From an optimization exercise on the open Yosys and OpenROAD flow, aimed at small area and a short achievable clock period; shortcuts taken in it are not production practice.
The RTL was checked by simulation tests, not by an equivalence proof against the original design.
No activity file was given, so power comes from the tool's default toggle rates.

==> design.v <==
module bcd_top (
  input  wire        clk,
  input  wire [15:0] bin_in,
  output reg  [18:0] bcd_out
);
  reg  [15:0] b_q;
  wire [18:0] p;
  binbcd16 u_conv (.B(b_q), .P(p));
  always @(posedge clk) begin
    b_q     <= bin_in;
    bcd_out <= p;
  end
endmodule

module binbcd16(B, P);
  input [15:0] B;
  output [18:0] P;
  wire w1;
  wire w2;
  wire w3;
  wire w4;
  wire w5;
  wire w6;
  wire w7;
  wire w8;
  wire w9;
  wire w10;
  wire w11;
  wire w12;
  wire w13;
  wire w14;
  wire w15;
  wire w16;
  wire w17;
  wire w18;
  wire w19;
  wire w20;
  wire w21;
  wire w22;
  wire w23;
  wire w24;
  wire w25;
  wire w26;
  wire w27;
  wire w28;
  wire w29;
  wire w30;
  wire w31;
  wire w32;
  wire w33;
  wire w34;
  wire w35;
  wire w36;
  wire w37;
  wire w38;
  wire w39;
  wire w40;
  wire w41;
  wire w42;
  wire w43;
  wire w44;
  wire w45;
  wire w46;
  wire w47;
  wire w48;
  wire w49;
  wire w50;
  wire w51;
  wire w52;
  wire w53;
  wire w54;
  wire w55;
  wire w56;
  wire w57;
  wire w58;
  wire w59;
  wire w60;
  wire w61;
  wire w62;
  wire w63;
  wire w64;
  wire w65;
  wire w66;
  wire w67;
  wire w68;
  wire w69;
  wire w70;
  wire w71;
  wire w72;
  wire w73;
  wire w74;
  wire w75;
  wire w76;
  wire w77;
  wire w78;
  wire w79;
  wire w80;
  wire w81;
  wire w82;
  wire w83;
  wire w84;
  wire w85;
  wire w86;
  wire w87;
  wire w88;
  wire w89;
  wire w90;
  wire w91;
  wire w92;
  wire w93;
  wire w94;
  wire w95;
  wire w96;
  wire w97;
  wire w98;
  wire w99;
  wire w100;
  wire w101;
  wire w102;
  wire w103;
  wire w104;
  wire w105;
  wire w106;
  wire w107;
  wire w108;
  wire w109;
  wire w110;
  wire w111;
  wire w112;
  wire w113;
  wire w114;
  wire w115;
  wire w116;
  wire w117;
  wire w118;
  wire w119;
  wire w120;
  wire w121;
  wire w122;
  wire w123;
  wire w124;
  wire w125;
  wire w126;
  wire w127;
  wire w128;
  wire w129;
  wire w130;
  wire w131;
  wire w132;
  wire w133;
  wire w134;
  wire w135;
  wire w136;
  wire w137;
  wire w138;
  wire w139;
  wire w140;
  wire w141;
  wire w142;
  wire w143;
  wire w144;
  wire w145;
  wire w146;
  wire w147;
  wire w148;
  wire w149;
  wire w150;
  wire w151;
  wire w152;
  wire w153;
  wire w154;
  wire w155;
  wire w156;
  wire w157;
  wire w158;
  wire w159;
  wire w160;
  wire w161;
  wire w162;
  wire w163;
  wire w164;
  wire w165;
  wire w166;
  wire w167;
  wire w168;
  wire w169;
  wire w170;
  wire w171;
  wire w172;
  wire w173;
  wire w174;
  wire w175;
  wire w176;
  wire w177;
  wire w178;
  wire w179;
  wire w180;
  wire w181;
  wire w182;
  wire w183;
  wire w184;
  wire w185;
  wire w186;
  wire w187;
  wire w188;
  wire w189;
  wire w190;
  wire w191;
  wire w192;
  wire w193;
  wire w194;
  wire w195;
  wire w196;
  wire w197;
  wire w198;
  wire w199;
  wire w200;
  wire w201;
  wire w202;
  wire w203;
  wire w204;
  wire w205;
  wire w206;
  wire w207;
  wire w208;
  wire w209;
  wire w210;
  wire w211;
  wire w212;
  wire w213;
  wire w214;
  wire w215;
  wire w216;
  wire w217;
  wire w218;
  wire w219;
  wire w220;
  wire w221;
  wire w222;
  wire w223;
  wire w224;
  wire w225;
  wire w226;
  wire w227;
  wire w228;
  wire w229;
  wire w230;
  wire w231;
  wire w232;
  wire w233;
  wire w234;
  wire w235;
  wire w236;
  wire w237;
  wire w238;
  wire w239;
  wire w240;
  wire w241;
  wire w242;
  wire w243;
  wire w244;
  wire w245;
  wire w246;
  wire w247;
  wire w248;
  wire w249;
  wire w250;
  wire w251;
  wire w252;
  wire w253;
  wire w254;
  wire w255;
  wire w256;
  wire w257;
  wire w258;
  wire w259;
  wire w260;
  wire w261;
  wire w262;
  wire w263;
  wire w264;
  wire w265;
  wire w266;
  wire w267;
  wire w268;
  wire w269;
  wire w270;
  wire w271;
  wire w272;
  wire w273;
  wire w274;
  wire w275;
  wire w276;
  wire w277;
  wire w278;
  wire w279;
  wire w280;
  wire w281;
  wire w282;
  wire w283;
  wire w284;
  wire w285;
  assign w1 = B[15] ? 1'b0 : 1'b1;
  assign w2 = B[15] ? 1'b1 : 1'b0;
  assign w3 = B[14] ? 1'b0 : w1;
  assign w4 = B[14] ? w1 : 1'b0;
  assign w5 = B[14] ? 1'b0 : w2;
  assign w6 = B[14] ? w2 : 1'b0;
  assign w7 = B[13] ? w5 : w3;
  assign w8 = B[13] ? w3 : w6;
  assign w9 = B[13] ? w6 : w4;
  assign w10 = B[13] ? w4 : 1'b0;
  assign w11 = B[13] ? 1'b0 : w5;
  assign w12 = w5 & B[13];
  assign w13 = w6 | w12;
  assign w14 = B[12] ? w9 : w7;
  assign w15 = B[12] ? w7 : w10;
  assign w16 = B[12] ? w10 : w8;
  assign w17 = B[12] ? w8 : w11;
  assign w18 = B[12] ? w11 : w9;
  assign w19 = w9 & B[12];
  assign w20 = w10 | w11 | w19;
  assign w21 = w13 ? 1'b0 : 1'b1;
  assign w22 = w13 ? 1'b1 : 1'b0;
  assign w23 = B[11] ? w16 : w14;
  assign w24 = B[11] ? w14 : w17;
  assign w25 = B[11] ? w17 : w15;
  assign w26 = B[11] ? w15 : w18;
  assign w27 = B[11] ? w18 : w16;
  assign w28 = w16 & B[11];
  assign w29 = w17 | w18 | w28;
  assign w30 = w20 ? 1'b0 : w21;
  assign w31 = w20 ? w21 : 1'b0;
  assign w32 = w20 ? 1'b0 : w22;
  assign w33 = w20 ? w22 : 1'b0;
  assign w34 = B[10] ? w25 : w23;
  assign w35 = B[10] ? w23 : w26;
  assign w36 = B[10] ? w26 : w24;
  assign w37 = B[10] ? w24 : w27;
  assign w38 = B[10] ? w27 : w25;
  assign w39 = w25 & B[10];
  assign w40 = w26 | w27 | w39;
  assign w41 = w29 ? w32 : w30;
  assign w42 = w29 ? w30 : w33;
  assign w43 = w29 ? w33 : w31;
  assign w44 = w29 ? w31 : 1'b0;
  assign w45 = w29 ? 1'b0 : w32;
  assign w46 = w32 & w29;
  assign w47 = w33 | w46;
  assign w48 = B[9] ? w36 : w34;
  assign w49 = B[9] ? w34 : w37;
  assign w50 = B[9] ? w37 : w35;
  assign w51 = B[9] ? w35 : w38;
  assign w52 = B[9] ? w38 : w36;
  assign w53 = w36 & B[9];
  assign w54 = w37 | w38 | w53;
  assign w55 = w40 ? w43 : w41;
  assign w56 = w40 ? w41 : w44;
  assign w57 = w40 ? w44 : w42;
  assign w58 = w40 ? w42 : w45;
  assign w59 = w40 ? w45 : w43;
  assign w60 = w43 & w40;
  assign w61 = w44 | w45 | w60;
  assign w62 = w47 ? 1'b0 : 1'b1;
  assign w63 = w47 ? 1'b1 : 1'b0;
  assign w64 = B[8] ? w50 : w48;
  assign w65 = B[8] ? w48 : w51;
  assign w66 = B[8] ? w51 : w49;
  assign w67 = B[8] ? w49 : w52;
  assign w68 = B[8] ? w52 : w50;
  assign w69 = w50 & B[8];
  assign w70 = w51 | w52 | w69;
  assign w71 = w54 ? w57 : w55;
  assign w72 = w54 ? w55 : w58;
  assign w73 = w54 ? w58 : w56;
  assign w74 = w54 ? w56 : w59;
  assign w75 = w54 ? w59 : w57;
  assign w76 = w57 & w54;
  assign w77 = w58 | w59 | w76;
  assign w78 = w61 ? 1'b0 : w62;
  assign w79 = w61 ? w62 : 1'b0;
  assign w80 = w61 ? 1'b0 : w63;
  assign w81 = w61 ? w63 : 1'b0;
  assign w82 = B[7] ? w66 : w64;
  assign w83 = B[7] ? w64 : w67;
  assign w84 = B[7] ? w67 : w65;
  assign w85 = B[7] ? w65 : w68;
  assign w86 = B[7] ? w68 : w66;
  assign w87 = w66 & B[7];
  assign w88 = w67 | w68 | w87;
  assign w89 = w70 ? w73 : w71;
  assign w90 = w70 ? w71 : w74;
  assign w91 = w70 ? w74 : w72;
  assign w92 = w70 ? w72 : w75;
  assign w93 = w70 ? w75 : w73;
  assign w94 = w73 & w70;
  assign w95 = w74 | w75 | w94;
  assign w96 = w77 ? w80 : w78;
  assign w97 = w77 ? w78 : w81;
  assign w98 = w77 ? w81 : w79;
  assign w99 = w77 ? w79 : 1'b0;
  assign w100 = w77 ? 1'b0 : w80;
  assign w101 = w80 & w77;
  assign w102 = w81 | w101;
  assign w103 = B[6] ? w84 : w82;
  assign w104 = B[6] ? w82 : w85;
  assign w105 = B[6] ? w85 : w83;
  assign w106 = B[6] ? w83 : w86;
  assign w107 = B[6] ? w86 : w84;
  assign w108 = w84 & B[6];
  assign w109 = w85 | w86 | w108;
  assign w110 = w88 ? w91 : w89;
  assign w111 = w88 ? w89 : w92;
  assign w112 = w88 ? w92 : w90;
  assign w113 = w88 ? w90 : w93;
  assign w114 = w88 ? w93 : w91;
  assign w115 = w91 & w88;
  assign w116 = w92 | w93 | w115;
  assign w117 = w95 ? w98 : w96;
  assign w118 = w95 ? w96 : w99;
  assign w119 = w95 ? w99 : w97;
  assign w120 = w95 ? w97 : w100;
  assign w121 = w95 ? w100 : w98;
  assign w122 = w98 & w95;
  assign w123 = w99 | w100 | w122;
  assign w124 = w102 ? 1'b0 : 1'b1;
  assign w125 = w102 ? 1'b1 : 1'b0;
  assign w126 = B[5] ? w105 : w103;
  assign w127 = B[5] ? w103 : w106;
  assign w128 = B[5] ? w106 : w104;
  assign w129 = B[5] ? w104 : w107;
  assign w130 = B[5] ? w107 : w105;
  assign w131 = w105 & B[5];
  assign w132 = w106 | w107 | w131;
  assign w133 = w109 ? w112 : w110;
  assign w134 = w109 ? w110 : w113;
  assign w135 = w109 ? w113 : w111;
  assign w136 = w109 ? w111 : w114;
  assign w137 = w109 ? w114 : w112;
  assign w138 = w112 & w109;
  assign w139 = w113 | w114 | w138;
  assign w140 = w116 ? w119 : w117;
  assign w141 = w116 ? w117 : w120;
  assign w142 = w116 ? w120 : w118;
  assign w143 = w116 ? w118 : w121;
  assign w144 = w116 ? w121 : w119;
  assign w145 = w119 & w116;
  assign w146 = w120 | w121 | w145;
  assign w147 = w123 ? 1'b0 : w124;
  assign w148 = w123 ? w124 : 1'b0;
  assign w149 = w123 ? 1'b0 : w125;
  assign w150 = w123 ? w125 : 1'b0;
  assign w151 = B[4] ? w128 : w126;
  assign w152 = B[4] ? w126 : w129;
  assign w153 = B[4] ? w129 : w127;
  assign w154 = B[4] ? w127 : w130;
  assign w155 = B[4] ? w130 : w128;
  assign w156 = w128 & B[4];
  assign w157 = w129 | w130 | w156;
  assign w158 = w132 ? w135 : w133;
  assign w159 = w132 ? w133 : w136;
  assign w160 = w132 ? w136 : w134;
  assign w161 = w132 ? w134 : w137;
  assign w162 = w132 ? w137 : w135;
  assign w163 = w135 & w132;
  assign w164 = w136 | w137 | w163;
  assign w165 = w139 ? w142 : w140;
  assign w166 = w139 ? w140 : w143;
  assign w167 = w139 ? w143 : w141;
  assign w168 = w139 ? w141 : w144;
  assign w169 = w139 ? w144 : w142;
  assign w170 = w142 & w139;
  assign w171 = w143 | w144 | w170;
  assign w172 = w146 ? w149 : w147;
  assign w173 = w146 ? w147 : w150;
  assign w174 = w146 ? w150 : w148;
  assign w175 = w146 ? w148 : 1'b0;
  assign w176 = w146 ? 1'b0 : w149;
  assign w177 = w149 & w146;
  assign w178 = w150 | w177;
  assign w179 = B[3] ? w153 : w151;
  assign w180 = B[3] ? w151 : w154;
  assign w181 = B[3] ? w154 : w152;
  assign w182 = B[3] ? w152 : w155;
  assign w183 = B[3] ? w155 : w153;
  assign w184 = w153 & B[3];
  assign w185 = w154 | w155 | w184;
  assign w186 = w157 ? w160 : w158;
  assign w187 = w157 ? w158 : w161;
  assign w188 = w157 ? w161 : w159;
  assign w189 = w157 ? w159 : w162;
  assign w190 = w157 ? w162 : w160;
  assign w191 = w160 & w157;
  assign w192 = w161 | w162 | w191;
  assign w193 = w164 ? w167 : w165;
  assign w194 = w164 ? w165 : w168;
  assign w195 = w164 ? w168 : w166;
  assign w196 = w164 ? w166 : w169;
  assign w197 = w164 ? w169 : w167;
  assign w198 = w167 & w164;
  assign w199 = w168 | w169 | w198;
  assign w200 = w171 ? w174 : w172;
  assign w201 = w171 ? w172 : w175;
  assign w202 = w171 ? w175 : w173;
  assign w203 = w171 ? w173 : w176;
  assign w204 = w171 ? w176 : w174;
  assign w205 = w174 & w171;
  assign w206 = w175 | w176 | w205;
  assign w207 = w178 ? 1'b0 : 1'b1;
  assign w208 = w178 ? 1'b1 : 1'b0;
  assign w209 = B[2] ? w181 : w179;
  assign w210 = B[2] ? w179 : w182;
  assign w211 = B[2] ? w182 : w180;
  assign w212 = B[2] ? w180 : w183;
  assign w213 = B[2] ? w183 : w181;
  assign w214 = w181 & B[2];
  assign w215 = w182 | w183 | w214;
  assign w216 = w185 ? w188 : w186;
  assign w217 = w185 ? w186 : w189;
  assign w218 = w185 ? w189 : w187;
  assign w219 = w185 ? w187 : w190;
  assign w220 = w185 ? w190 : w188;
  assign w221 = w188 & w185;
  assign w222 = w189 | w190 | w221;
  assign w223 = w192 ? w195 : w193;
  assign w224 = w192 ? w193 : w196;
  assign w225 = w192 ? w196 : w194;
  assign w226 = w192 ? w194 : w197;
  assign w227 = w192 ? w197 : w195;
  assign w228 = w195 & w192;
  assign w229 = w196 | w197 | w228;
  assign w230 = w199 ? w202 : w200;
  assign w231 = w199 ? w200 : w203;
  assign w232 = w199 ? w203 : w201;
  assign w233 = w199 ? w201 : w204;
  assign w234 = w199 ? w204 : w202;
  assign w235 = w202 & w199;
  assign w236 = w203 | w204 | w235;
  assign w237 = w206 ? 1'b0 : w207;
  assign w238 = w206 ? w207 : 1'b0;
  assign w239 = w206 ? 1'b0 : w208;
  assign w240 = w206 ? w208 : 1'b0;
  assign w241 = B[1] ? w211 : w209;
  assign w242 = B[1] ? w209 : w212;
  assign w243 = B[1] ? w212 : w210;
  assign w244 = B[1] ? w210 : w213;
  assign w245 = B[1] ? w213 : w211;
  assign w246 = w211 & B[1];
  assign w247 = w212 | w213 | w246;
  assign w248 = w215 ? w218 : w216;
  assign w249 = w215 ? w216 : w219;
  assign w250 = w215 ? w219 : w217;
  assign w251 = w215 ? w217 : w220;
  assign w252 = w215 ? w220 : w218;
  assign w253 = w218 & w215;
  assign w254 = w219 | w220 | w253;
  assign w255 = w222 ? w225 : w223;
  assign w256 = w222 ? w223 : w226;
  assign w257 = w222 ? w226 : w224;
  assign w258 = w222 ? w224 : w227;
  assign w259 = w222 ? w227 : w225;
  assign w260 = w225 & w222;
  assign w261 = w226 | w227 | w260;
  assign w262 = w229 ? w232 : w230;
  assign w263 = w229 ? w230 : w233;
  assign w264 = w229 ? w233 : w231;
  assign w265 = w229 ? w231 : w234;
  assign w266 = w229 ? w234 : w232;
  assign w267 = w232 & w229;
  assign w268 = w233 | w234 | w267;
  assign w269 = w236 ? w239 : w237;
  assign w270 = w236 ? w237 : w240;
  assign w271 = w236 ? w240 : w238;
  assign w272 = w236 ? w238 : 1'b0;
  assign w273 = w236 ? 1'b0 : w239;
  assign w274 = w239 & w236;
  assign w275 = w240 | w274;
  assign w276 = w242 | w244;
  assign w277 = w243 | w244;
  assign w278 = w249 | w251;
  assign w279 = w250 | w251;
  assign w280 = w256 | w258;
  assign w281 = w257 | w258;
  assign w282 = w263 | w265;
  assign w283 = w264 | w265;
  assign w284 = w270 | w272;
  assign w285 = w271 | w272;
  assign P = {w285, w284, w268, w266, w283, w282, w261, w259, w281, w280, w254, w252, w279, w278, w247, w245, w277, w276, B[0]};
endmodule
==> flow/run.sh <==
#!/bin/bash
# Own layout flow: the standard ORFS flow, with these changes:
#  - synthesis maps the logic with flow/abc_area.script (area-oriented ABC
#    mapping) instead of ORFS's; everything else in synthesis is synth_recipe.tcl
#  - no half/full-adder extraction before ABC (ADDER_MAP_FILE empty)
#  - every port gets a $PORTBUF buffer
#  - placement/CTS/route timing repair aims at a setup margin of $MARGIN ns
set -uo pipefail
HERE=$(pwd)
source flow/params.sh
# scripts folder = ORFS scripts with our ABC script in place of abc_area.script
mkdir -p scripts_ovr
for f in "$FLOW_HOME"/scripts/*; do ln -sf "$f" scripts_ovr/; done
rm -f scripts_ovr/abc_area.script
cp flow/abc_area.script scripts_ovr/abc_area.script
{ echo "set ::env(SCRIPTS_DIR) $HERE/scripts_ovr"; cat synth_recipe.tcl; } > my_synth.tcl
bash standard.sh SYNTH_SCRIPT=$HERE/my_synth.tcl ADDER_MAP_FILE= ABC_AREA=1 ABC_CLOCK_PERIOD_IN_PS=$ABC_D synth > synth.log 2>&1 || { tail -50 synth.log; exit 1; }
bash standard.sh SETUP_SLACK_MARGIN=$MARGIN "BUFFER_PORTS_ARGS=-buffer_cell $PORTBUF" $EXTRA finish > finish.log 2>&1 || { tail -50 finish.log; exit 1; }
==> flow/abc_area.script <==
strash
dc2
dch
map -D 2600
topo
stime -c
buffer -c
upsize -c
dnsize -c
==> flow/params.sh <==
ABC_D=4000
MARGIN=0
EXTRA=""
PORTBUF=sky130_fd_sc_hd__buf_1
==> standard.sh <==
#!/bin/bash
# synth_recipe.tcl (not shown) runs the flow's synth.tcl, then flattens the netlist and writes it again
# the make line also repeats each setting of config.mk as NAME=value (left out here)
make -C /OpenROAD-flow-scripts/flow DESIGN_CONFIG=/design/flow/config.mk WORK_HOME=/design/flow/orfs CLKGATE_MAP_FILE= SYNTH_SCRIPT=/design/flow/synth_recipe.tcl "${@:-finish}"
==> config.mk <==
export PLATFORM = sky130hd
export DESIGN_NAME = bcd_top
export DESIGN_NICKNAME = bcd_top
export VERILOG_FILES = /design/flow/design.v
export SDC_FILE = /design/flow/constraint.sdc
export NUM_CORES = 4
export LEC_CHECK = 0
export CAP_MARGIN = 20
export CORE_MARGIN = 2
export CORE_UTILIZATION = 80
export CTS_BUF_LIST = sky130_fd_sc_hd__clkbuf_4
export CTS_CLUSTER_SIZE = 40
export PLACE_DENSITY = 0.9
export SLEW_MARGIN = 20
==> constraint.sdc <==
create_clock -name core_clock -period 12.0 [get_ports {clk}]
set_input_delay 2.4000 -clock core_clock [delete_from_list [all_inputs] [get_ports {clk}]]
set_output_delay 2.4000 -clock core_clock [all_outputs]
set_load 0.01 [all_outputs]
==> impl_table.tex, run 1 <==
\begin{tabular}{lr}
\hline
Metric & Value \\
\hline
\multicolumn{2}{l}{\textbf{Status}} \\
\quad Outcome & stopped before the end \\
\quad Stage where the flow stopped & global placement (3\_3\_place\_gp) \\
\quad Error & [ERROR GPL-0301] Utilization 103.356 \% exceeds 100\%. \\
\multicolumn{2}{l}{\textbf{Synthesis}} \\
\quad Cells taking the most area after synthesis & sky130\_fd\_sc\_hd\_\_dfxtp\_1, sky130\_fd\_sc\_hd\_\_nand2\_1, sky130\_fd\_sc\_hd\_\_o21ai\_0 \\
\quad EDFF count, synth & 0 \\
\quad Number of synthesized register bits & 35 \\
\quad Top cell types by occurrence after synthesis & sky130\_fd\_sc\_hd\_\_nand2\_1, sky130\_fd\_sc\_hd\_\_inv\_1, sky130\_fd\_sc\_hd\_\_o21ai\_0 \\
\quad Cells after synthesis & about 460 \\
\quad Cell with the most instances after synthesis & sky130\_fd\_sc\_hd\_\_nand2\_1 \\
\quad Post-Synthesis Cell Area & around 2800 sq um \\
\quad Share of Yosys cell area claimed by the top area cell type & 0.251 \\
\quad Most instantiated flip-flop cell in the synthesis netlist & sky130\_fd\_sc\_hd\_\_dfxtp\_1 \\
\quad Largest area contributor in the netlist & sky130\_fd\_sc\_hd\_\_dfxtp\_1 \\
\quad Part of the Yosys area used for sequential elements & 0.251 \\
\quad Mapped Nets & between 400 and 500 \\
\quad Ys Warns & 1 \\
\quad Proportion of register bits with asynchronous set or reset after synthesis & 0 \\
\quad Average footprint of a synthesized cell & a little over 6 sq um \\
\quad Number of unique standard cell types used by synthesis & 34 \\
\multicolumn{2}{l}{\textbf{Floorplan}} \\
\quad Y dimension of the die & around 63 um \\
\quad Die Wd & between 60 and 70 um \\
\quad Site row count & 21 \\
\quad Starting Density & 0.838 \\
\quad Num ports & 36 \\
\multicolumn{2}{l}{\textbf{Placement}} \\
\quad Count of input and output buffers & 35 \\
\hline
\end{tabular}
==> cell families after synthesis <==
family                 synth area share
muxes                           0.00716
DFF                               0.251
AOI/OAI and AO/OA                 0.313
buffers and inverters            0.0738
and+or+nand+nor                   0.355
==> run 2: changes to the inputs <==
==> flow/params.sh (replaced) <==
ABC_D=4000
MARGIN=8.4
EXTRA="SETUP_MOVE_SEQUENCE=sizeup,swap SKIP_GATE_CLONING=1 SKIP_LAST_GASP=1"
PORTBUF=sky130_fd_sc_hd__buf_1
--- a/config.mk
+++ b/config.mk
@@ -8,7 +8,7 @@
 export CAP_MARGIN = 20
 export CORE_MARGIN = 2
-export CORE_UTILIZATION = 80
+export CORE_UTILIZATION = 65
 export CTS_BUF_LIST = sky130_fd_sc_hd__clkbuf_4
 export CTS_CLUSTER_SIZE = 40
-export PLACE_DENSITY = 0.9
+export PLACE_DENSITY = 0.75
 export SLEW_MARGIN = 20
==> impl_table.tex, run 2 <==
\begin{tabular}{lr}
\hline
Metric & Value \\
\hline
\multicolumn{2}{l}{\textbf{Status}} \\
\quad Outcome & timing/DRC/antenna clean \\
\multicolumn{2}{l}{\textbf{Critical path}} \\
\quad Depth of the most critical reg-to-reg path & 28 \\
\quad Worst r2r src & b\_q[14]\$\_DFF\_P\_ \\
\quad Terminus of the critical flop-to-flop path & bcd\_out[12]\$\_DFF\_P\_ \\
\quad Critical path required time & around 12000 ps \\
\quad Worst setup path end & bcd\_out[12]\$\_DFF\_P\_ \\
\quad CP dominant cell by count & sky130\_fd\_sc\_hd\_\_nand2\_1 \\
\quad Reg2reg setup slack & 8190 ps \\
\quad Timing startpoint of the critical path & b\_q[14]\$\_DFF\_P\_ \\
\quad Endpoint arrival time on the critical path & slightly above 4000 ps \\
\quad Crit path max-delay cell type & sky130\_fd\_sc\_hd\_\_dfxtp\_4 \\
\quad WS Path Type & reg2reg \\
\quad Peak per-stage delay on the critical path & slightly below 400 ps \\
\quad Worst-path fanout max & 6 \\
\quad Kind of launch point of the worst setup path & register \\
\quad CP Capture Type & register \\
\multicolumn{2}{l}{\textbf{Flow run}} \\
\quad Maximum capacitance violations & 0 \\
\multicolumn{2}{l}{\textbf{Layout}} \\
\quad Top Registers & bcd\_out x19, b\_q x16 \\
\quad Proportion of layout cells with a drive suffix above 1 & 0.270 \\
\quad Non-filler instance count after layout & between 500 and 600 \\
\quad Number of nets in the final layout & 521 \\
\quad Largest reg by FF count & bcd\_out \\
\quad Final Cell Area & 3460 sq um \\
\quad Number of flip-flops under the largest register name & 19 \\
\quad Antenna Cells & 0 \\
\quad Layout overhead on the synthesized area & 23.7\% \\
\quad Highest-count cells in the layout ignoring fill and taps & sky130\_fd\_sc\_hd\_\_nand2\_1, sky130\_fd\_sc\_hd\_\_o21ai\_2, sky130\_fd\_sc\_hd\_\_inv\_1 \\
\quad Most frequent standard cell in the layout excluding fill and tap cells & sky130\_fd\_sc\_hd\_\_nand2\_1 \\
\multicolumn{2}{l}{\textbf{Synthesis}} \\
\quad Post-Synthesis Cell Area & 2800 sq um \\
\quad Number of synthesized register bits & 35 \\
\quad Most instantiated flip-flop cell in the synthesis netlist & sky130\_fd\_sc\_hd\_\_dfxtp\_1 \\
\quad Part of the Yosys area used for sequential elements & 0.251 \\
\quad EDFF count, synth & 0 \\
\quad Share of Yosys cell area claimed by the top area cell type & 0.251 \\
\quad Average footprint of a synthesized cell & 6.05 sq um \\
\quad Cells after synthesis & between 400 and 500 \\
\quad Cells taking the most area after synthesis & sky130\_fd\_sc\_hd\_\_dfxtp\_1, sky130\_fd\_sc\_hd\_\_nand2\_1, sky130\_fd\_sc\_hd\_\_o21ai\_0 \\
\quad Ys Warns & 1 \\
\quad Proportion of register bits with asynchronous set or reset after synthesis & 0 \\
\quad Largest area contributor in the netlist & sky130\_fd\_sc\_hd\_\_dfxtp\_1 \\
\quad Mapped Nets & approximately 480 \\
\quad Cell with the most instances after synthesis & sky130\_fd\_sc\_hd\_\_nand2\_1 \\
\quad Number of unique standard cell types used by synthesis & 34 \\
\quad Top cell types by occurrence after synthesis & sky130\_fd\_sc\_hd\_\_nand2\_1, sky130\_fd\_sc\_hd\_\_inv\_1, sky130\_fd\_sc\_hd\_\_o21ai\_0 \\
\multicolumn{2}{l}{\textbf{Detailed routing}} \\
\quad Detailed-route vias per instance & $\sim$5.8 \\
\quad First-pass detailed-route iteration total & 5 \\
\quad Count of nets left with antenna violations after detail routing & 0 \\
\quad Detailed Route WL & roughly 7100 um \\
\quad Drc violations & 0 \\
\quad Total number of vias & roughly 3200 \\
\quad Initial detailed-routing violation count & 192 \\
\quad Wire per inst & roughly 13 um \\
\multicolumn{2}{l}{\textbf{STA}} \\
\quad Sum of negative setup slack & 0 ps \\
\quad Endpoints failing hold & 0 \\
\quad Finish-stage setup viols & 0 \\
\quad Max Freq & roughly 0.26 GHz \\
\quad Setup repair after global routing missed its margin & yes \\
\quad Post-route fraction of the period consumed by the critical path & 0.318 \\
\quad Count of pins over their slew limit & 0 \\
\quad Slew margin rel. & 0.721 \\
\quad Pin slew with the least headroom to its limit & 414 ps \\
\quad Post-route clock skew & $\sim$13 ps \\
\quad Crit path time final & $\sim$3800 ps \\
\multicolumn{2}{l}{\textbf{Placement}} \\
\quad Placer's final routability congestion estimate & 0.935 \\
\quad HPWL after detailed placement & roughly 4400 um \\
\quad Cell total after placement & between 500 and 600 \\
\quad Count of input and output buffers & 35 \\
\quad Placed Instance Area & 2990 sq um \\
\multicolumn{2}{l}{\textbf{Floorplan}} \\
\quad Y dimension of the die & slightly below 70 um \\
\quad Die outline area & $\sim$4800 sq um \\
\quad Site row count & 23 \\
\quad Starting Density & 0.689 \\
\quad Die Wd & slightly below 70 um \\
\quad Num ports & 36 \\
\quad Core region area & 4060 sq um \\
\multicolumn{2}{l}{\textbf{Clock network}} \\
\quad Clock transition at the register clock pins on the worst setup and hold paths after CTS & 110 ps \\
\quad Clock latency on the worst-skew pair & between 300 and 400 ps \\
\quad Number of buffers inserted by hold repair at cts & 0 \\
\quad Number of clock sinks & 35 \\
\quad Num CTS Buffers & 5 \\
\quad Clock root buffer master & sky130\_fd\_sc\_hd\_\_clkbuf\_4 \\
\quad Maximum count of clock buffers along a single path & 2 \\
\quad TritonCTS clock tree & yes \\
\quad CTS H-tree depth & 2 \\
\multicolumn{2}{l}{\textbf{GRT}} \\
\quad Number of antenna violations at the first check in global routing & 0 \\
\quad Global routing usage summed across all routing layers & 0.240 \\
\quad Via count of the first global-routing pass & around 2500 \\
\quad Largest net degree at the start of global routing & 11 \\
\quad Overall overflow remaining after global route & 0 \\
\quad Wire length of the first global-routing pass & about 10000 um \\
\multicolumn{2}{l}{\textbf{Pwr}} \\
\quad Worst VDD drop & 0.000115 V \\
\quad Leakage power of the design & 1.52 nW \\
\quad Power density over cell area & roughly 210 nW/um\^{}2 \\
\multicolumn{2}{l}{\textbf{Worst hold path}} \\
\quad Hold WC Path Type & reg2reg \\
\quad Hold path cells & 0 \\
\hline
\end{tabular}
run 2: cell counts after synthesis:
Identical to the previous run, type by type.
run 2: where the power goes:
part | internal, mW | total, mW | switching (mW)
clock | 0.0207 | 0.0617 | 0.0409
combinational | 0.168 | 0.490 | 0.322
sequential | 0.148 | 0.159 | 0.0105
total | 0.337 | 0.711 | 0.374
run 2: per-stage QoR:
step / hold slack, ps / power [mW] / utilization / worst slack (ps)
final: 343 / 0.711 / 0.852 / 8190
after global routing: 359 / 0.776 / 0.852 / 7830
after CTS: 348 / 0.639 / 0.764 / 8400
after detailed placement: 314 / 0.571 / 0.737 / 8350
after global placement: 310 / 0.561 / 0.737 / 8390
after floorplan: 310 / 0.495 / - / 8810
run 2: cell families (layout without fill, tap and decap cells):
logic type / after synthesis / count (layout) / share of synthesized area
AOI/OAI and AO/OA: 143 / 143 / 0.313
buffers and inverters: 55 / 97 / 0.0738
DFF: 35 / 35 / 0.251
muxes: 2 / 2 / 0.00716
and+or+nand+nor: 227 / 227 / 0.355
run 2: worst min path at each step:
| stage | start | endpoint | slack, ps |
|---|---|---|---|
| after floorplan | b_q[0]$_DFF_P_ | bcd_out[0]$_DFF_P_ | 310 |
| after detailed placement | b_q[0]$_DFF_P_ | bcd_out[0]$_DFF_P_ | 310 |
| after global routing | b_q[0]$_DFF_P_ | bcd_out[0]$_DFF_P_ | 360 |
| after global placement | b_q[0]$_DFF_P_ | bcd_out[0]$_DFF_P_ | 310 |
| final | b_q[0]$_DFF_P_ | bcd_out[0]$_DFF_P_ | 340 |
| after CTS | b_q[0]$_DFF_P_ | bcd_out[0]$_DFF_P_ | 350 |
run 2: area by class of cell:
cell class	count	area [sq um]
fill	254	599
timing repair buffer	35	131
sequential	35	712
multi-input combinational	372	2290
tap	50	62.6
inverter	55	211
clock inverter	2	8.76
clock buffer	5	37.5
run 2: what timing repair did:
| item | 4_1_cts | 5_1_grt |
|---|---|---|
| pin swaps | 0 | 20 |
| setup buffers | 0 | 0 |
| setup endpoints to repair | 8 | 17 |
| endpoints found under the hold margin | 0 | 0 |
| gates resized for setup | 16 | 109 |
run 2: layer usage:
metal / track usage / part of all wire / up-vias
met5: 0 / 0 / -
met4: 0.0871 / 0.030 / 0
met3: 0.0480 / 0.056 / 30
met2: 0.397 / 0.49 / 111
met1: 0.308 / 0.42 / 1414
li1: - / - / 1638
run 2: worst max-delay path, delay by kind of cell (launching register included):
| family | cells | cell delay [ps] |
|---|---|---|
| compound gates | 10 | 1360 |
| simple gates | 14 | 1540 |
| buf+inv | 4 | 370 |
| flops | 1 | 390 |
==> run 3: changes to the inputs <==
==> flow/abc_area.script (replaced) <==
strash
dc2
dch
map -D 2400
topo
stime -c
buffer -c
upsize -c
dnsize -c
==> flow/params.sh (replaced) <==
ABC_D=4000
MARGIN=8.4
EXTRA="SKIP_INCREMENTAL_REPAIR=1"
PORTBUF=sky130_fd_sc_hd__buf_1
==> impl_table.tex, run 3 <==
\begin{tabular}{lr}
\hline
Metric & Value \\
\hline
\multicolumn{2}{l}{\textbf{Status}} \\
\quad Outcome & timing/DRC/antenna clean \\
\multicolumn{2}{l}{\textbf{Synthesis}} \\
\quad Ys Warns & 1 \\
\quad Number of synthesized register bits & 35 \\
\quad Average footprint of a synthesized cell & roughly 6.2 sq um \\
\quad Mapped Nets & roughly 480 \\
\quad Proportion of register bits with asynchronous set or reset after synthesis & 0 \\
\quad Number of unique standard cell types used by synthesis & 31 \\
\quad Top cell types by occurrence after synthesis & sky130\_fd\_sc\_hd\_\_nand2\_1, sky130\_fd\_sc\_hd\_\_o21ai\_1, sky130\_fd\_sc\_hd\_\_o21ai\_2, sky130\_fd\_sc\_hd\_\_dfxtp\_1, sky130\_fd\_sc\_hd\_\_inv\_1 \\
\quad Cells taking the most area after synthesis & sky130\_fd\_sc\_hd\_\_dfxtp\_1, sky130\_fd\_sc\_hd\_\_nand2\_1, sky130\_fd\_sc\_hd\_\_o21ai\_2 \\
\quad Largest area contributor in the netlist & sky130\_fd\_sc\_hd\_\_dfxtp\_1 \\
\quad EDFF count, synth & 0 \\
\quad Most instantiated flip-flop cell in the synthesis netlist & sky130\_fd\_sc\_hd\_\_dfxtp\_1 \\
\quad Post-Synthesis Cell Area & $\sim$2900 sq um \\
\quad Share of Yosys cell area claimed by the top area cell type & 0.246 \\
\quad Cell with the most instances after synthesis & sky130\_fd\_sc\_hd\_\_nand2\_1 \\
\quad Cells after synthesis & 460 \\
\quad Part of the Yosys area used for sequential elements & 0.246 \\
\multicolumn{2}{l}{\textbf{Detailed routing}} \\
\quad Total number of vias & between 2000 and 3000 \\
\quad Count of nets left with antenna violations after detail routing & 0 \\
\quad Detailed-route vias per instance & approximately 5.3 \\
\quad Initial detailed-routing violation count & 94 \\
\quad Detailed Route WL & around 5700 um \\
\quad First-pass detailed-route iteration total & 5 \\
\quad Wire per inst & between 10 and 15 um \\
\quad Drc violations & 0 \\
\multicolumn{2}{l}{\textbf{Critical path}} \\
\quad CP Capture Type & register \\
\quad Reg2reg setup slack & around 8400 ps \\
\quad Depth of the most critical reg-to-reg path & 22 \\
\quad WS Path Type & reg2reg \\
\quad Terminus of the critical flop-to-flop path & bcd\_out[16]\$\_DFF\_P\_ \\
\quad Worst r2r src & b\_q[13]\$\_DFF\_P\_ \\
\quad Worst-path fanout max & 10 \\
\quad Critical path required time & 12230 ps \\
\quad Endpoint arrival time on the critical path & 3790 ps \\
\quad Kind of launch point of the worst setup path & register \\
\multicolumn{2}{l}{\textbf{Layout}} \\
\quad Final Cell Area & between 3000 and 4000 sq um \\
\quad Fill cells & around 380 \\
\quad Number of flip-flops under the largest register name & 19 \\
\quad Non-filler instance count after layout & $\sim$550 \\
\quad Antenna Cells & 0 \\
\quad Layout overhead on the synthesized area & 9.03\% \\
\quad Largest reg by FF count & bcd\_out \\
\quad Most frequent standard cell in the layout excluding fill and tap cells & sky130\_fd\_sc\_hd\_\_nand2\_1 \\
\quad Highest-count cells in the layout ignoring fill and taps & sky130\_fd\_sc\_hd\_\_nand2\_1, sky130\_fd\_sc\_hd\_\_o21ai\_1, sky130\_fd\_sc\_hd\_\_o21ai\_2 \\
\quad Proportion of layout cells with a drive suffix above 1 & 0.168 \\
\quad Multi-input combinational cell area & about 2000 sq um \\
\quad Seq. cell area & around 700 sq um \\
\quad Number of nets in the final layout & 517 \\
\quad Top Registers & bcd\_out x19, b\_q x16 \\
\multicolumn{2}{l}{\textbf{STA}} \\
\quad Finish-stage setup viols & 0 \\
\quad Sum of negative setup slack & 0 ps \\
\quad WHS & between 300 and 400 ps \\
\quad Crit path time final & between 3000 and 4000 ps \\
\quad Pin slew with the least headroom to its limit & approximately 430 ps \\
\quad Post-route fraction of the period consumed by the critical path & 0.296 \\
\quad Count of pins over their slew limit & 0 \\
\quad Max Freq & $\sim$0.28 GHz \\
\quad Slew margin rel. & 0.713 \\
\quad Endpoints failing hold & 0 \\
\quad Post-route clock skew & around 15 ps \\
\multicolumn{2}{l}{\textbf{Worst hold path}} \\
\quad Min-delay src & b\_q[0]\$\_DFF\_P\_ \\
\quad Hold path cells & 0 \\
\quad Hold WC Path Type & reg2reg \\
\quad Destination of the worst hold path & bcd\_out[0]\$\_DFF\_P\_ \\
\multicolumn{2}{l}{\textbf{Floorplan}} \\
\quad Num ports & 36 \\
\quad Starting Density & 0.665 \\
\quad Core region area & 4290 sq um \\
\quad Die outline area & 4940 sq um \\
\quad Die Wd & 70.3 um \\
\quad Site row count & 24 \\
\quad Y dimension of the die & roughly 70 um \\
\multicolumn{2}{l}{\textbf{Clock network}} \\
\quad CTS H-tree depth & 2 \\
\quad Maximum count of clock buffers along a single path & 2 \\
\quad Clock root buffer master & sky130\_fd\_sc\_hd\_\_clkbuf\_4 \\
\quad Count of instances resized after the clock tree is built & 0 \\
\quad Number of clock sinks & 35 \\
\quad Num CTS Buffers & 5 \\
\quad Clock latency on the worst-skew pair & between 300 and 400 ps \\
\quad TritonCTS clock tree & yes \\
\quad Clock transition at the register clock pins on the worst setup and hold paths after CTS & 120 ps \\
\quad Number of buffers inserted by hold repair at cts & 0 \\
\quad Total setup buffers inserted after CTS & 0 \\
\multicolumn{2}{l}{\textbf{GRT}} \\
\quad Global routing usage summed across all routing layers & 0.248 \\
\quad Largest net degree at the start of global routing & 12 \\
\quad Via count of the first global-routing pass & between 2000 and 3000 \\
\quad Overall overflow remaining after global route & 0 \\
\quad Number of antenna violations at the first check in global routing & 0 \\
\quad Wire length of the first global-routing pass & 10300 um \\
\multicolumn{2}{l}{\textbf{Pwr}} \\
\quad Worst VDD drop & between 0.00015 and 0.0002 V \\
\quad Design Power & roughly 0.67 mW \\
\quad Leakage power of the design & 1.49 nW \\
\quad Power density over cell area & 214 nW/um\^{}2 \\
\multicolumn{2}{l}{\textbf{Placement}} \\
\quad Cell total after placement & between 500 and 600 \\
\quad Placed Instance Area & 3040 sq um \\
\quad HPWL after detailed placement & 4570 um \\
\quad Placer's final routability congestion estimate & $\sim$0.86 \\
\quad Count of input and output buffers & 35 \\
\multicolumn{2}{l}{\textbf{Flow run}} \\
\quad Maximum capacitance violations & 0 \\
\hline
\end{tabular}
## run 3: changes by cell type after synthesis, moves of 8 or more
cell                      previous run  this run
sky130_fd_sc_hd__inv_1              47        35
sky130_fd_sc_hd__a21oi_1            21        13
sky130_fd_sc_hd__nor2_1             35        24
sky130_fd_sc_hd__o21ai_2            22        37
sky130_fd_sc_hd__o21ai_0            40        23
sky130_fd_sc_hd__nand2_1           151       171
## run 3: worst max-delay path by stage
stage	startpoint	endpoint	slack (ps)
5_1_grt	b_q[13]$_DFF_P_	bcd_out[13]$_DFF_P_	8000
3_3_place_gp	b_q[13]$_DFF_P_	bcd_out[13]$_DFF_P_	8600
4_1_cts	b_q[13]$_DFF_P_	bcd_out[16]$_DFF_P_	8450
3_5_place_dp	b_q[13]$_DFF_P_	bcd_out[16]$_DFF_P_	8480
6_report	b_q[13]$_DFF_P_	bcd_out[16]$_DFF_P_	8450
2_1_floorplan	b_q[13]$_DFF_P_	bcd_out[13]$_DFF_P_	8930
## run 3: power by group
group	switching [mW]	leakage (nW)	total, mW	internal [mW]
clock network	0.0419	0.0426	0.0847	0.0428
registers	0.00990	0.295	0.159	0.149
logic	0.271	1.15	0.424	0.152
total	0.323	1.49	0.667	0.344
## run 3: area by class of cell
class | instances | area share
inverters | 49 | 0.0591
clock inverters | 3 | 0.0125
repair buffers | 35 | 0.0422
clock buffers | 5 | 0.0121
well taps | 52 | 0.0209
flip-flops and latches | 35 | 0.225
multi-input cells | 374 | 0.628
## run 3: through the flow
step,setup WS (ps),utilization
2_1_floorplan,8930,-
3_3_place_gp,8600,0.707
3_5_place_dp,8480,0.707
4_1_cts,8450,0.725
5_1_grt,8000,0.725
6_report,8450,0.725
## run 3: worst max-delay path, stage by stage, from the launching register on
cell and delay [ps]:
sky130_fd_sc_hd__dfxtp_1 490, sky130_fd_sc_hd__inv_1 90, sky130_fd_sc_hd__nand2_1 70, sky130_fd_sc_hd__nand2_1 60, sky130_fd_sc_hd__nand2_1 50, sky130_fd_sc_hd__o21ai_1 90
sky130_fd_sc_hd__o21ai_2 230, sky130_fd_sc_hd__nand3_2 220, sky130_fd_sc_hd__o21ai_2 250, sky130_fd_sc_hd__nor2_1 70, sky130_fd_sc_hd__a21oi_2 230, sky130_fd_sc_hd__o21ai_1 120
sky130_fd_sc_hd__o21ai_1 240, sky130_fd_sc_hd__nand3_1 190, sky130_fd_sc_hd__inv_2 180, sky130_fd_sc_hd__nand2_1 60, sky130_fd_sc_hd__o21ai_1 110, sky130_fd_sc_hd__nand2_1 110
sky130_fd_sc_hd__nand3_2 160, sky130_fd_sc_hd__inv_2 60, sky130_fd_sc_hd__nand2_1 70, sky130_fd_sc_hd__o211ai_1 110, sky130_fd_sc_hd__o21bai_1 180
## run 3: kinds of logic after synthesis
group                  after synthesis  share of synthesized area
and+or+nand+nor                    237                      0.367
muxes                                2                    0.00701
buffers and inverters               51                     0.0697
DFF                                 35                      0.246
AOI/OAI and AO/OA                  135                      0.311
## run 3: layer usage
| layer | GRT usage | wire (um) | vias up | share of wire |
|---|---|---|---|---|
| li1 | - | - | 1627 | - |
| met1 | 0.324 | 2860 | 1239 | 0.50 |
| met2 | 0.422 | 2640 | 32 | 0.46 |
| met3 | 0.0418 | 129 | 6 | 0.023 |
| met4 | 0.0662 | 63 | 0 | 0.011 |
| met5 | 0 | 0 | - | 0 |
==> run 4: changes to the inputs <==
==> flow/params.sh (replaced) <==
ABC_D=4000
MARGIN=9.0
EXTRA="SKIP_INCREMENTAL_REPAIR=1"
PORTBUF=sky130_fd_sc_hd__buf_1
==> impl_table.tex, run 4 <==
\begin{tabular}{lr}
\hline
Metric & Value \\
\hline
\multicolumn{2}{l}{\textbf{Critical path}} \\
\quad Top Family by Delay on Critical Path & compound AO/OA/AOI/OAI gates \\
\quad Critical path required time & between 10000 and 15000 ps \\
\quad CP dominant cell by count & sky130\_fd\_sc\_hd\_\_nand2\_1 \\
\quad Crit path max-delay cell type & sky130\_fd\_sc\_hd\_\_dfxtp\_4 \\
\quad Worst r2r src & b\_q[15]\$\_DFF\_P\_ \\
\quad CP Capture Type & register \\
\quad Endpoint arrival time on the critical path & 3690 ps \\
\quad Worst-path fanout max & 6 \\
\quad WS Path Type & reg2reg \\
\quad Terminus of the critical flop-to-flop path & bcd\_out[9]\$\_DFF\_P\_ \\
\quad Peak per-stage delay on the critical path & roughly 380 ps \\
\quad Reg2reg setup slack & around 8600 ps \\
\quad Kind of launch point of the worst setup path & register \\
\quad Depth of the most critical reg-to-reg path & 26 \\
\quad Bufs and invs on worst path & 2 \\
\multicolumn{2}{l}{\textbf{Detailed routing}} \\
\quad Drc violations & 0 \\
\quad Wire per inst & about 12 um \\
\quad Total number of vias & $\sim$3100 \\
\quad Detailed-route vias per instance & about 5.5 \\
\quad First-pass detailed-route iteration total & 4 \\
\quad Initial detailed-routing violation count & 223 \\
\quad Detailed Route WL & 6750 um \\
\quad Count of nets left with antenna violations after detail routing & 0 \\
\multicolumn{2}{l}{\textbf{Synthesis}} \\
\quad EDFF count, synth & 0 \\
\quad Post-synthesis compound-gate area fraction & 0.311 \\
\quad Mapped Nets & about 480 \\
\quad Cell with the most instances after synthesis & sky130\_fd\_sc\_hd\_\_nand2\_1 \\
\quad Dominant combinational cell family by area after synthesis & simple AND/OR/NAND/NOR gates \\
\quad Number of synthesized register bits & 35 \\
\quad Proportion of register bits with asynchronous set or reset after synthesis & 0 \\
\quad Largest area contributor in the netlist & sky130\_fd\_sc\_hd\_\_dfxtp\_1 \\
\quad Most instantiated flip-flop cell in the synthesis netlist & sky130\_fd\_sc\_hd\_\_dfxtp\_1 \\
\quad Simple-gate portion of the synthesized area & 0.367 \\
\quad Post-Synthesis Cell Area & roughly 2900 sq um \\
\quad Adder and majority gate portion of the synthesized area & 0 \\
\quad Cells taking the most area after synthesis & sky130\_fd\_sc\_hd\_\_dfxtp\_1, sky130\_fd\_sc\_hd\_\_nand2\_1, sky130\_fd\_sc\_hd\_\_o21ai\_2 \\
\quad Share of Yosys cell area claimed by the top area cell type & 0.246 \\
\quad Fraction of synthesized area in multiplexers & 0.00701 \\
\quad Part of the Yosys area used for sequential elements & 0.246 \\
\quad Average footprint of a synthesized cell & about 6.2 sq um \\
\quad Top cell types by occurrence after synthesis & sky130\_fd\_sc\_hd\_\_nand2\_1, sky130\_fd\_sc\_hd\_\_o21ai\_1, sky130\_fd\_sc\_hd\_\_o21ai\_2, sky130\_fd\_sc\_hd\_\_dfxtp\_1, sky130\_fd\_sc\_hd\_\_inv\_1 \\
\quad Number of unique standard cell types used by synthesis & 31 \\
\quad Cells after synthesis & 460 \\
\quad Synthesized-area fraction occupied by xor and xnor cells & 0 \\
\quad Ys Warns & 1 \\
\multicolumn{2}{l}{\textbf{Placement}} \\
\quad HPWL after detailed placement & 4700 um \\
\quad Count of input and output buffers & 35 \\
\quad Cell total after placement & 545 \\
\quad Placer's final routability congestion estimate & 0.867 \\
\multicolumn{2}{l}{\textbf{Clock network}} \\
\quad Total setup buffers inserted after CTS & 10 \\
\quad CTS H-tree depth & 2 \\
\quad Clock transition at the register clock pins on the worst setup and hold paths after CTS & $\sim$120 ps \\
\quad TritonCTS clock tree & yes \\
\quad Num CTS Buffers & 5 \\
\quad Number of buffers inserted by hold repair at cts & 0 \\
\quad Maximum count of clock buffers along a single path & 2 \\
\quad Clock root buffer master & sky130\_fd\_sc\_hd\_\_clkbuf\_4 \\
\quad Clock latency on the worst-skew pair & $\sim$350 ps \\
\quad Number of clock sinks & 35 \\
\quad Count of instances resized after the clock tree is built & between 100 and 150 \\
\multicolumn{2}{l}{\textbf{Floorplan}} \\
\quad Num ports & 36 \\
\quad Site row count & 24 \\
\quad Die outline area & 4940 sq um \\
\quad Core region area & roughly 4300 sq um \\
\quad Starting Density & 0.665 \\
\quad Die Wd & $\sim$70 um \\
\quad Y dimension of the die & 70.3 um \\
\multicolumn{2}{l}{\textbf{Status}} \\
\quad Outcome & timing/DRC/antenna clean \\
\multicolumn{2}{l}{\textbf{Layout}} \\
\quad Number of nets in the final layout & 528 \\
\quad Largest reg by FF count & bcd\_out \\
\quad Non-filler instance count after layout & between 500 and 600 \\
\quad Layout overhead on the synthesized area & 27.0\% \\
\quad Top Registers & bcd\_out x19, b\_q x16 \\
\quad Proportion of layout cells with a drive suffix above 1 & 0.354 \\
\quad Highest-count cells in the layout ignoring fill and taps & sky130\_fd\_sc\_hd\_\_nand2\_1, sky130\_fd\_sc\_hd\_\_o21ai\_2, sky130\_fd\_sc\_hd\_\_inv\_1, sky130\_fd\_sc\_hd\_\_dfxtp\_1 \\
\quad Most frequent standard cell in the layout excluding fill and tap cells & sky130\_fd\_sc\_hd\_\_nand2\_1 \\
\quad Antenna Cells & 0 \\
\quad Number of flip-flops under the largest register name & 19 \\
\multicolumn{2}{l}{\textbf{Flow run}} \\
\quad Maximum capacitance violations & 0 \\
\multicolumn{2}{l}{\textbf{GRT}} \\
\quad Largest net degree at the start of global routing & 12 \\
\quad Via count of the first global-routing pass & approximately 2900 \\
\quad Overall overflow remaining after global route & 0 \\
\quad Number of antenna violations at the first check in global routing & 0 \\
\quad Global routing usage summed across all routing layers & 0.293 \\
\quad Wire length of the first global-routing pass & between 10000 and 15000 um \\
\multicolumn{2}{l}{\textbf{Worst hold path}} \\
\quad Destination of the worst hold path & bcd\_out[0]\$\_DFF\_P\_ \\
\quad Min-delay src & b\_q[0]\$\_DFF\_P\_ \\
\quad Hold WC Path Type & reg2reg \\
\quad Hold path cells & 0 \\
\multicolumn{2}{l}{\textbf{Pwr}} \\
\quad Leakage power of the design & roughly 1.7 nW \\
\quad Worst VDD drop & $\sim$0.0002 V \\
\quad Power density over cell area & between 200 and 250 nW/um\^{}2 \\
\multicolumn{2}{l}{\textbf{STA}} \\
\quad Pin slew with the least headroom to its limit & about 340 ps \\
\quad Sum of negative setup slack & 0 ps \\
\quad Post-route clock skew & 11.1 ps \\
\quad Slew margin rel. & 0.774 \\
\quad Finish-stage setup viols & 0 \\
\quad Max Freq & about 0.29 GHz \\
\quad Endpoints failing hold & 0 \\
\quad Count of pins over their slew limit & 0 \\
\quad Post-route fraction of the period consumed by the critical path & 0.286 \\
\quad Crit path time final & 3430 ps \\
\hline
\end{tabular}
==> run 4: logic make-up after synthesis <==
family                 Yosys count
AOI/OAI and AO/OA              135
buffers and inverters           51
DFF                             35
muxes                            2
and+or+nand+nor                237
==> run 4: worst max path at each step <==
stage | to | slack (ps) | start | cells past startpoint
6_report | bcd_out[9]$_DFF_P_ | 8570 | b_q[15]$_DFF_P_ | 26
2_1_floorplan | bcd_out[13]$_DFF_P_ | 9000 | b_q[13]$_DFF_P_ | 28
4_1_cts | bcd_out[13]$_DFF_P_ | 8650 | b_q[14]$_DFF_P_ | 24
3_3_place_gp | bcd_out[13]$_DFF_P_ | 8560 | b_q[13]$_DFF_P_ | 26
5_1_grt | bcd_out[13]$_DFF_P_ | 8260 | b_q[15]$_DFF_P_ | 26
3_5_place_dp | bcd_out[9]$_DFF_P_ | 8480 | b_q[13]$_DFF_P_ | 23
==> run 4: per-stage QoR <==
stage	area (sq um)	setup slack [ps]	hold WS (ps)	utilization	power [mW]
2_1_floorplan	2900	9000	310	-	0.516
3_3_place_gp	3080	8560	311	0.717	0.583
3_5_place_dp	3080	8480	316	0.717	0.596
4_1_cts	3620	8650	343	0.844	0.770
5_1_grt	3620	8260	352	0.844	0.849
6_report	3620	8570	341	0.844	0.779
==> run 4: power breakdown <==
group          internal, mW  total (mW)  switching, mW  leakage (nW)
Combinational         0.204       0.532          0.328          1.33
Clock                0.0429      0.0861         0.0433        0.0426
Sequential            0.149       0.160         0.0113         0.296
Total                 0.396       0.779          0.382          1.67
==> run 4: per-layer routing <==
metal,part of all wire,global-route usage,vias up
met5,0,0,-
met1,0.44,0.341,1407
met3,0.031,0.0462,11
met4,0.013,0.0833,0
li1,-,-,1651
met2,0.51,0.546,54
==> run 4: area by class of cell <==
| class | instances | area [sq um] |
|---|---|---|
| Multi-Input combinational cell | 374 | 2320 |
| Sequential cell | 35 | 713 |
| Fill cell | 270 | 669 |
| Timing Repair Buffer | 45 | 240 |
| Inverter | 49 | 199 |
| Tap cell | 52 | 65.1 |
| Clock inverter | 3 | 38.8 |
| Clock buffer | 5 | 37.5 |
| Timing Repair inverter | 1 | 7.51 |
==> run 5: changes to the inputs <==
==> flow/params.sh (replaced) <==
ABC_D=4000
MARGIN=8.7
EXTRA="SKIP_INCREMENTAL_REPAIR=1"
PORTBUF=sky130_fd_sc_hd__buf_1
==> impl_table.tex, run 5 <==
\begin{tabular}{lr}
\hline
Metric & Value \\
\hline
\multicolumn{2}{l}{\textbf{Synthesis}} \\
\quad Ys Warns & 1 \\
\quad Most instantiated flip-flop cell in the synthesis netlist & sky130\_fd\_sc\_hd\_\_dfxtp\_1 \\
\quad Average footprint of a synthesized cell & 6.20 sq um \\
\quad Number of synthesized register bits & 35 \\
\quad Part of the Yosys area used for sequential elements & 0.246 \\
\quad EDFF count, synth & 0 \\
\quad Share of Yosys cell area claimed by the top area cell type & 0.246 \\
\quad Post-Synthesis Cell Area & 2850 sq um \\
\quad Number of unique standard cell types used by synthesis & 31 \\
\quad Largest area contributor in the netlist & sky130\_fd\_sc\_hd\_\_dfxtp\_1 \\
\quad Mapped Nets & approximately 480 \\
\quad Cells after synthesis & between 400 and 500 \\
\quad Cell with the most instances after synthesis & sky130\_fd\_sc\_hd\_\_nand2\_1 \\
\quad Cells taking the most area after synthesis & sky130\_fd\_sc\_hd\_\_dfxtp\_1, sky130\_fd\_sc\_hd\_\_nand2\_1, sky130\_fd\_sc\_hd\_\_o21ai\_2 \\
\quad Top cell types by occurrence after synthesis & sky130\_fd\_sc\_hd\_\_nand2\_1, sky130\_fd\_sc\_hd\_\_o21ai\_1, sky130\_fd\_sc\_hd\_\_o21ai\_2, sky130\_fd\_sc\_hd\_\_dfxtp\_1, sky130\_fd\_sc\_hd\_\_inv\_1 \\
\quad Proportion of register bits with asynchronous set or reset after synthesis & 0 \\
\multicolumn{2}{l}{\textbf{Floorplan}} \\
\quad Die outline area & approximately 4900 sq um \\
\quad Core region area & 4290 sq um \\
\quad Y dimension of the die & 70.3 um \\
\quad Die Wd & 70.3 um \\
\quad Num ports & 36 \\
\quad Starting Density & 0.665 \\
\quad Site row count & 24 \\
\multicolumn{2}{l}{\textbf{Critical path}} \\
\quad Worst r2r src & b\_q[14]\$\_DFF\_P\_ \\
\quad Crit path max-delay cell type & sky130\_fd\_sc\_hd\_\_dfxtp\_4 \\
\quad Top Family by Delay on Critical Path & compound AO/OA/AOI/OAI gates \\
\quad Depth of the most critical reg-to-reg path & 24 \\
\quad Kind of launch point of the worst setup path & register \\
\quad Endpoint arrival time on the critical path & 3720 ps \\
\quad CP cell instances & inv\_1, o21ai\_2, nand2\_1, nand2\_1, o21ai\_2, nand2\_1, o21ai\_2, nand2\_1, o21ai\_2, buf\_4, nand3\_4, nor2\_1, a21oi\_2, nand3\_2, nor2\_1, a31oi\_1, o21ai\_1, inv\_1, o21a\_1, nand3\_4, inv\_2, nand2\_1, o211ai\_1, o21bai\_1 \\
\quad Worst-path fanout max & 8 \\
\quad Peak per-stage delay on the critical path & 420 ps \\
\quad Critical path required time & 12230 ps \\
\quad CP dominant cell by count & sky130\_fd\_sc\_hd\_\_nand2\_1 \\
\quad WS Path Type & reg2reg \\
\quad Bufs and invs on worst path & 4 \\
\quad Reg2reg setup slack & 8510 ps \\
\quad Terminus of the critical flop-to-flop path & bcd\_out[16]\$\_DFF\_P\_ \\
\quad Timing startpoint of the critical path & b\_q[14]\$\_DFF\_P\_ \\
\quad CP Capture Type & register \\
\multicolumn{2}{l}{\textbf{Detailed routing}} \\
\quad Total number of vias & between 3000 and 4000 \\
\quad First-pass detailed-route iteration total & 5 \\
\quad Count of nets left with antenna violations after detail routing & 0 \\
\quad Detailed-route vias per instance & approximately 5.5 \\
\quad Detailed Route WL & around 6600 um \\
\quad Drc violations & 0 \\
\quad Initial detailed-routing violation count & roughly 120 \\
\quad Wire per inst & 11.7 um \\
\multicolumn{2}{l}{\textbf{Layout}} \\
\quad Antenna Cells & 0 \\
\quad Proportion of layout cells with a drive suffix above 1 & 0.252 \\
\quad Largest reg by FF count & bcd\_out \\
\quad Highest-count cells in the layout ignoring fill and taps & sky130\_fd\_sc\_hd\_\_nand2\_1, sky130\_fd\_sc\_hd\_\_o21ai\_2, sky130\_fd\_sc\_hd\_\_buf\_1 \\
\quad Most frequent standard cell in the layout excluding fill and tap cells & sky130\_fd\_sc\_hd\_\_nand2\_1 \\
\quad Non-filler instance count after layout & around 560 \\
\quad Number of nets in the final layout & about 530 \\
\quad Fill cells & 328 \\
\quad Number of flip-flops under the largest register name & 19 \\
\quad Seq. cell area & roughly 700 sq um \\
\quad Top Registers & bcd\_out x19, b\_q x16 \\
\quad Multi-input combinational cell area & $\sim$2100 sq um \\
\quad Layout overhead on the synthesized area & 18.9\% \\
\multicolumn{2}{l}{\textbf{Pwr}} \\
\quad Power density over cell area & $\sim$210 nW/um\^{}2 \\
\quad Design Power & around 0.72 mW \\
\quad Leakage power of the design & between 1.5 and 2 nW \\
\quad Worst VDD drop & around 0.00019 V \\
\multicolumn{2}{l}{\textbf{Clock network}} \\
\quad CTS H-tree depth & 2 \\
\quad Clock transition at the register clock pins on the worst setup and hold paths after CTS & between 100 and 150 ps \\
\quad Clock latency on the worst-skew pair & 350 ps \\
\quad Number of buffers inserted by hold repair at cts & 0 \\
\quad Num CTS Buffers & 5 \\
\quad TritonCTS clock tree & yes \\
\quad Count of instances resized after the clock tree is built & 54 \\
\quad Number of clock sinks & 35 \\
\quad Maximum count of clock buffers along a single path & 2 \\
\quad Clock root buffer master & sky130\_fd\_sc\_hd\_\_clkbuf\_4 \\
\quad Total setup buffers inserted after CTS & 9 \\
\multicolumn{2}{l}{\textbf{Worst hold path}} \\
\quad Destination of the worst hold path & bcd\_out[0]\$\_DFF\_P\_ \\
\quad Min-delay src & b\_q[0]\$\_DFF\_P\_ \\
\quad Hold WC Path Type & reg2reg \\
\quad Hold path cells & 0 \\
\multicolumn{2}{l}{\textbf{STA}} \\
\quad Max Freq & around 0.29 GHz \\
\quad WHS & $\sim$350 ps \\
\quad Sum of negative setup slack & 0 ps \\
\quad Slew margin rel. & 0.704 \\
\quad Post-route fraction of the period consumed by the critical path & 0.291 \\
\quad Count of pins over their slew limit & 0 \\
\quad Finish-stage setup viols & 0 \\
\quad Pin slew with the least headroom to its limit & approximately 440 ps \\
\quad Crit path time final & 3490 ps \\
\quad Endpoints failing hold & 0 \\
\quad Post-route clock skew & 13.8 ps \\
\multicolumn{2}{l}{\textbf{Flow run}} \\
\quad Maximum capacitance violations & 0 \\
\multicolumn{2}{l}{\textbf{Placement}} \\
\quad Cell total after placement & $\sim$550 \\
\quad HPWL after detailed placement & 4570 um \\
\quad Count of input and output buffers & 35 \\
\quad Placer's final routability congestion estimate & approximately 0.86 \\
\multicolumn{2}{l}{\textbf{GRT}} \\
\quad Overall overflow remaining after global route & 0 \\
\quad Largest net degree at the start of global routing & 12 \\
\quad Number of antenna violations at the first check in global routing & 0 \\
\quad Wire length of the first global-routing pass & around 11000 um \\
\quad Global routing usage summed across all routing layers & 0.278 \\
\quad Via count of the first global-routing pass & 2807 \\
\multicolumn{2}{l}{\textbf{Status}} \\
\quad Outcome & timing/DRC/antenna clean \\
\hline
\end{tabular}
==> run 5: cell count changes in the layout (fill, tap and decap cells not counted), sizes merged <==
| cell | previous run | this run |
|---|---|---|
| buf | 45 | 44 |
==> run 5: logic make-up (layout without fill, tap and decap cells) <==
group,count (synthesis),count (layout),synth area share
buffers and inverters,51,102,0.0697
muxes,2,2,0.00701
DFF,35,35,0.246
AOI/OAI and AO/OA,135,135,0.311
and+or+nand+nor,237,237,0.367
==> run 5: layout make-up <==
cell class,instances,share of cell area
Clock inverter,3,0.0114
Timing Repair Buffer,44,0.0598
Sequential cell,35,0.210
Tap cell,52,0.0192
Clock buffer,5,0.0111
Timing Repair inverter,1,0.00221
Inverter,49,0.0550
Multi-Input combinational cell,374,0.632
==> run 5: metrics by stage <==
step	utilization	worst slack (ps)	area, sq um
final	0.790	8510	3390
after floorplan	-	8930	2850
after detailed placement	0.707	8480	3040
after global placement	0.707	8600	3040
after global routing	0.790	8190	3390
after CTS	0.790	8660	3390
==> run 5: where the power goes <==
| group | leakage, nW | total, mW | switching, mW | internal (mW) |
|---|---|---|---|---|
| registers | 0.296 | 0.159 | 0.0106 | 0.149 |
| clock network | 0.0426 | 0.0850 | 0.0421 | 0.0428 |
| logic | 1.24 | 0.480 | 0.305 | 0.175 |
==> run 5: worst reg2reg max path, stage by stage (launching register included) <==
cell	delay (ps)
sky130_fd_sc_hd__dfxtp_4	420
sky130_fd_sc_hd__inv_1	80
sky130_fd_sc_hd__o21ai_2	140
sky130_fd_sc_hd__nand2_1	60
sky130_fd_sc_hd__nand2_1	70
sky130_fd_sc_hd__o21ai_2	70
sky130_fd_sc_hd__nand2_1	80
sky130_fd_sc_hd__o21ai_2	90
sky130_fd_sc_hd__nand2_1	90
sky130_fd_sc_hd__o21ai_2	80
sky130_fd_sc_hd__buf_4	150
sky130_fd_sc_hd__nand3_4	140
sky130_fd_sc_hd__nor2_1	80
sky130_fd_sc_hd__a21oi_2	250
sky130_fd_sc_hd__nand3_2	210
sky130_fd_sc_hd__nor2_1	140
sky130_fd_sc_hd__a31oi_1	70
sky130_fd_sc_hd__o21ai_1	250
sky130_fd_sc_hd__inv_1	110
sky130_fd_sc_hd__o21a_1	240
sky130_fd_sc_hd__nand3_4	140
sky130_fd_sc_hd__inv_2	60
sky130_fd_sc_hd__nand2_1	70
sky130_fd_sc_hd__o211ai_1	110
sky130_fd_sc_hd__o21bai_1	180
==> run 5: worst max-delay path by stage <==
stage | endpoint | cells past startpoint
global route | bcd_out[5]$_DFF_P_ | 26
finish | bcd_out[16]$_DFF_P_ | 24
global placement | bcd_out[13]$_DFF_P_ | 22
detailed placement | bcd_out[16]$_DFF_P_ | 22
CTS | bcd_out[13]$_DFF_P_ | 23
floorplan | bcd_out[13]$_DFF_P_ | 22
==> run 5: layer usage <==
layer / share of wire / vias up / global-route usage
met5: 0 / - / 0
li1: - / 1650 / -
met1: 0.46 / 1386 / 0.343
met4: 0.0099 / 0 / 0.0855
met2: 0.50 / 64 / 0.493
met3: 0.036 / 7 / 0.0433

[static timing again, ports no longer ideal]
No port has a modelled driver above. Below, the same layouts with a new extraction and two added sets of constraints. Step 1, drivers: a clkbuf_16 drives clk and a buf_2 each remaining input, both assumed. Step 2 also shifts input and output timing later by t, the mid clock arrival at the registers, as if the neighbouring blocks saw the same clock. Slacks: no drivers / after step 1 / after step 2; pairs: no drivers / after step 1.
| run | t, ns | setup WS [ns] | worst hold slack (ns) | pins driven straight from the clock port |
|---|---|---|---|---|
| run 2 | 0.379 | 8.185 / 8.185 / 8.185 | 0.343 / 0.343 / 0.343 | 1 |
| run 3 | 0.367 | 8.445 / 8.445 / 8.445 | 0.350 / 0.350 / 0.350 | 1 |
| run 4 | 0.372 | 8.573 / 8.573 / 8.573 | 0.341 / 0.341 / 0.341 | 1 |
| run 5 | 0.367 | 8.506 / 8.506 / 8.506 | 0.352 / 0.352 / 0.352 | 1 |
After both steps every run listed still meets setup and hold.
